From an optimization exercise on the open Yosys and OpenROAD flow, aimed at small area; shortcuts taken in it are not production practice.

==> flow/design.v <==
module lidar_fa (input wire a, b, c, output wire s, co);
    assign s  = a ^ b ^ c;
    assign co = (a & b) | (a & c) | (b & c);
endmodule
module lidar_ha (input wire a, b, output wire s, co);
    assign s  = a ^ b;
    assign co = a & b;
endmodule
module lidar_ground_segmentation_top #(parameter DATA_WIDTH = 16)(
    input wire clk,
    input wire rst_n,
    input wire data_valid_in,
    input wire [DATA_WIDTH-1:0] raw_z_in,
    input wire [DATA_WIDTH-1:0] raw_r_in,
    output wire segmentation_result,
    output wire result_valid
);
    genvar i;
    reg [3:0] st;
    wire st_inc = ~st[3] & (data_valid_in | (st[2] & st[1]));
    always @(posedge clk or negedge rst_n) begin
        if (!rst_n) st <= 4'd0;
        else if (st_inc) st <= st + 4'd1;
    end
    wire run = st[3] | st[0];
    reg [15:0] p0, p1, p2, p3, p4;
    always @(posedge clk) begin
        if (data_valid_in) begin
            p4 <= p3; p3 <= p2; p2 <= p1; p1 <= p0;
            p0 <= {~raw_z_in[15], raw_z_in[14:0]};
        end
    end
    wire [16:0] u, v;
    wire [16:0] cu, cv;
    lidar_ha hu0 (.a(p1[0]), .b(p3[0]), .s(u[0]), .co(cu[1]));
    lidar_ha hv0 (.a(p0[0]), .b(p4[0]), .s(v[0]), .co(cv[1]));
    generate for (i = 1; i < 16; i = i + 1) begin : g_uv
        lidar_fa fu (.a(p1[i]), .b(p3[i]), .c(cu[i]), .s(u[i]), .co(cu[i+1]));
        lidar_fa fv (.a(p0[i]), .b(p4[i]), .c(cv[i]), .s(v[i]), .co(cv[i+1]));
    end endgenerate
    assign u[16] = cu[16];
    assign v[16] = cv[16];
    wire [19:0] w;
    wire [19:0] cw;
    assign w[0] = v[0];
    assign w[1] = v[1] ^ v[0];
    assign cw[2] = ~(v[1] | v[0]);
    generate for (i = 2; i < 17; i = i + 1) begin : g_w
        lidar_fa fw (.a(u[i-2]), .b(~v[i]), .c(cw[i]), .s(w[i]), .co(cw[i+1]));
    end endgenerate
    lidar_ha hw17 (.a(u[15]), .b(cw[17]), .s(w[17]), .co(cw[18]));
    lidar_ha hw18 (.a(u[16]), .b(cw[18]), .s(w[18]), .co(w[19]));
    wire [20:0] t;
    wire [20:0] ct;
    assign t[0] = w[0];
    lidar_ha ht1 (.a(w[1]), .b(w[0]), .s(t[1]), .co(ct[2]));
    generate for (i = 2; i < 20; i = i + 1) begin : g_t
        lidar_fa ft (.a(w[i]), .b(w[i-1]), .c(ct[i]), .s(t[i]), .co(ct[i+1]));
    end endgenerate
    assign t[20] = w[19] ^ ct[20];
    wire [16:0] z = {p2[15], ~p2[15], p2[14:0]};
    wire [20:0] r17;
    wire [20:0] cr;
    assign r17[3:0] = z[3:0];
    lidar_ha hr4 (.a(z[4]), .b(z[0]), .s(r17[4]), .co(cr[5]));
    generate for (i = 5; i < 17; i = i + 1) begin : g_r
        lidar_fa fr (.a(z[i]), .b(z[i-4]), .c(cr[i]), .s(r17[i]), .co(cr[i+1]));
    end endgenerate
    generate for (i = 17; i < 20; i = i + 1) begin : g_r2
        lidar_ha hr (.a(z[i-4]), .b(cr[i]), .s(r17[i]), .co(cr[i+1]));
    end endgenerate
    assign r17[20] = z[16] ^ cr[20];
    wire [20:5] s;
    wire [21:0] cs;
    assign cs[1] = t[0] & r17[0];
    generate for (i = 1; i < 5; i = i + 1) begin : g_s0
        assign cs[i+1] = (t[i] & r17[i]) | (t[i] & cs[i]) | (r17[i] & cs[i]);
    end endgenerate
    generate for (i = 5; i < 20; i = i + 1) begin : g_s
        lidar_fa fs (.a(t[i]), .b(r17[i]), .c(cs[i]), .s(s[i]), .co(cs[i+1]));
    end endgenerate
    assign s[20] = t[20] ^ r17[20] ^ cs[20];
    wire [15:0] g = s[20:5];
    reg [15:0] a, bn;
    always @(posedge clk) begin
        a  <= g;
        bn <= ~(a & {16{run}});
    end
    wire [15:0] d;
    wire [16:0] cd;
    assign d[0]  = ~(a[0] ^ bn[0]);
    assign cd[1] = a[0] | bn[0];
    generate for (i = 1; i < 16; i = i + 1) begin : g_d
        lidar_fa fd (.a(a[i]), .b(bn[i]), .c(cd[i]), .s(d[i]), .co(cd[i+1]));
    end endgenerate
    wire sgn = (a[15] & bn[15]) | (a[15] & ~cd[15]) | (bn[15] & ~cd[15]);
    wire [12:0] y = d[15:3] ^ {13{sgn}};
    wire inc = sgn & ~(d[2] | d[1] | d[0]);
    wire [12:0] q = y + {12'd0, inc};
    reg [12:0] qn;
    always @(posedge clk) qn <= ~(q & {13{run}});
    reg [15:0] prn;    
    always @(posedge clk) prn <= ~(raw_r_in & {16{run}});
    wire [15:0] dm;    
    wire [16:0] cm;
    lidar_ha hm0 (.a(raw_r_in[0]), .b(prn[0]), .s(dm[0]), .co(cm[1]));
    generate for (i = 1; i < 16; i = i + 1) begin : g_m
        lidar_fa fm (.a(raw_r_in[i]), .b(prn[i]), .c(cm[i]), .s(dm[i]), .co(cm[i+1]));
    end endgenerate
    wire gt = cm[16];                        
    wire [15:0] nq = {3'b111, qn};
    wire [16:0] kp, kn;
    assign kp[0] = 1'b1;
    assign kn[0] = 1'b0;
    generate for (i = 0; i < 16; i = i + 1) begin : g_c
        assign kp[i+1] = (dm[i] & nq[i]) | (kp[i] & (dm[i] | nq[i]));
        assign kn[i+1] = (~dm[i] & nq[i]) | (kn[i] & (~dm[i] | nq[i]));
    end endgenerate
    reg is_ground;
    always @(posedge clk) is_ground <= gt ? kp[16] : kn[16];
    assign segmentation_result = is_ground;
    assign result_valid = st[3];
endmodule
==> flow/config.mk <==
export PLATFORM = sky130hd
export DESIGN_NAME = lidar_ground_segmentation_top
export DESIGN_NICKNAME = lidar_ground_segmentation_top
export VERILOG_FILES = /design/flow/design.v
export SDC_FILE = /design/flow/constraint.sdc
export NUM_CORES = 4
export LEC_CHECK = 0
export CAP_MARGIN = 20
export CORE_MARGIN = 2
export CORE_UTILIZATION = 40
export CTS_BUF_LIST = sky130_fd_sc_hd__clkbuf_8
export CTS_CLUSTER_DIAMETER = 200
export CTS_CLUSTER_SIZE = 50
export SLEW_MARGIN = 20
export SYNTH_HIERARCHICAL = 1
export SYNTH_MINIMUM_KEEP_SIZE = 0
==> flow/constraint.sdc <==
create_clock -name core_clock -period 10.0 [get_ports {clk}]
set_input_delay 2.0000 -clock core_clock [delete_from_list [all_inputs] [get_ports {clk}]]
set_output_delay 2.0000 -clock core_clock [all_outputs]
set_load 0.01 [all_outputs]
run.sh (not shown) runs the stock make flow with config.mk's settings and CLKGATE_MAP_FILE= SYNTH_SCRIPT=/design/flow/synth_recipe.tcl, a recipe that flattens the netlist after the stock synthesis.
Edit:
--- a/flow/config.mk
+++ b/flow/config.mk
@@ -10,5 +10,2 @@
 export CORE_UTILIZATION = 40
-export CTS_BUF_LIST = sky130_fd_sc_hd__clkbuf_8
-export CTS_CLUSTER_DIAMETER = 200
-export CTS_CLUSTER_SIZE = 50
 export SLEW_MARGIN = 20
=> Wire length rises by about 1%; clock-buffer cell count grows by 2; register-to-register slack barely changes.
Function was not checked in any run of this note: the RTL went through the layout flow alone.

## what the ideal ports hide
In the flow no input, the clock included, has a driving cell. The finished layouts below were timed again as built, in two steps. Step 1 assumes that a clkbuf_16 drives the clock port and a buf_2 every other input. Step 2, shift: input delay + t, output delay - t, t = (earliest + latest rising clock arrival at the registers) / 2. This alone moves slack from input paths to output paths. a / b / c = no drivers / after step 1 / after step 2; a / b = the first two.
run | shift t [ns] | setup slack, ns | worst register clock-pin slew, ns
the first run | 0.472 | 0.256 / 0.256 / 0.256 | 0.08 / 0.08
the second run | 0.454 | 0.267 / 0.267 / 0.267 | 0.06 / 0.06
After both steps every run listed still meets setup and hold.
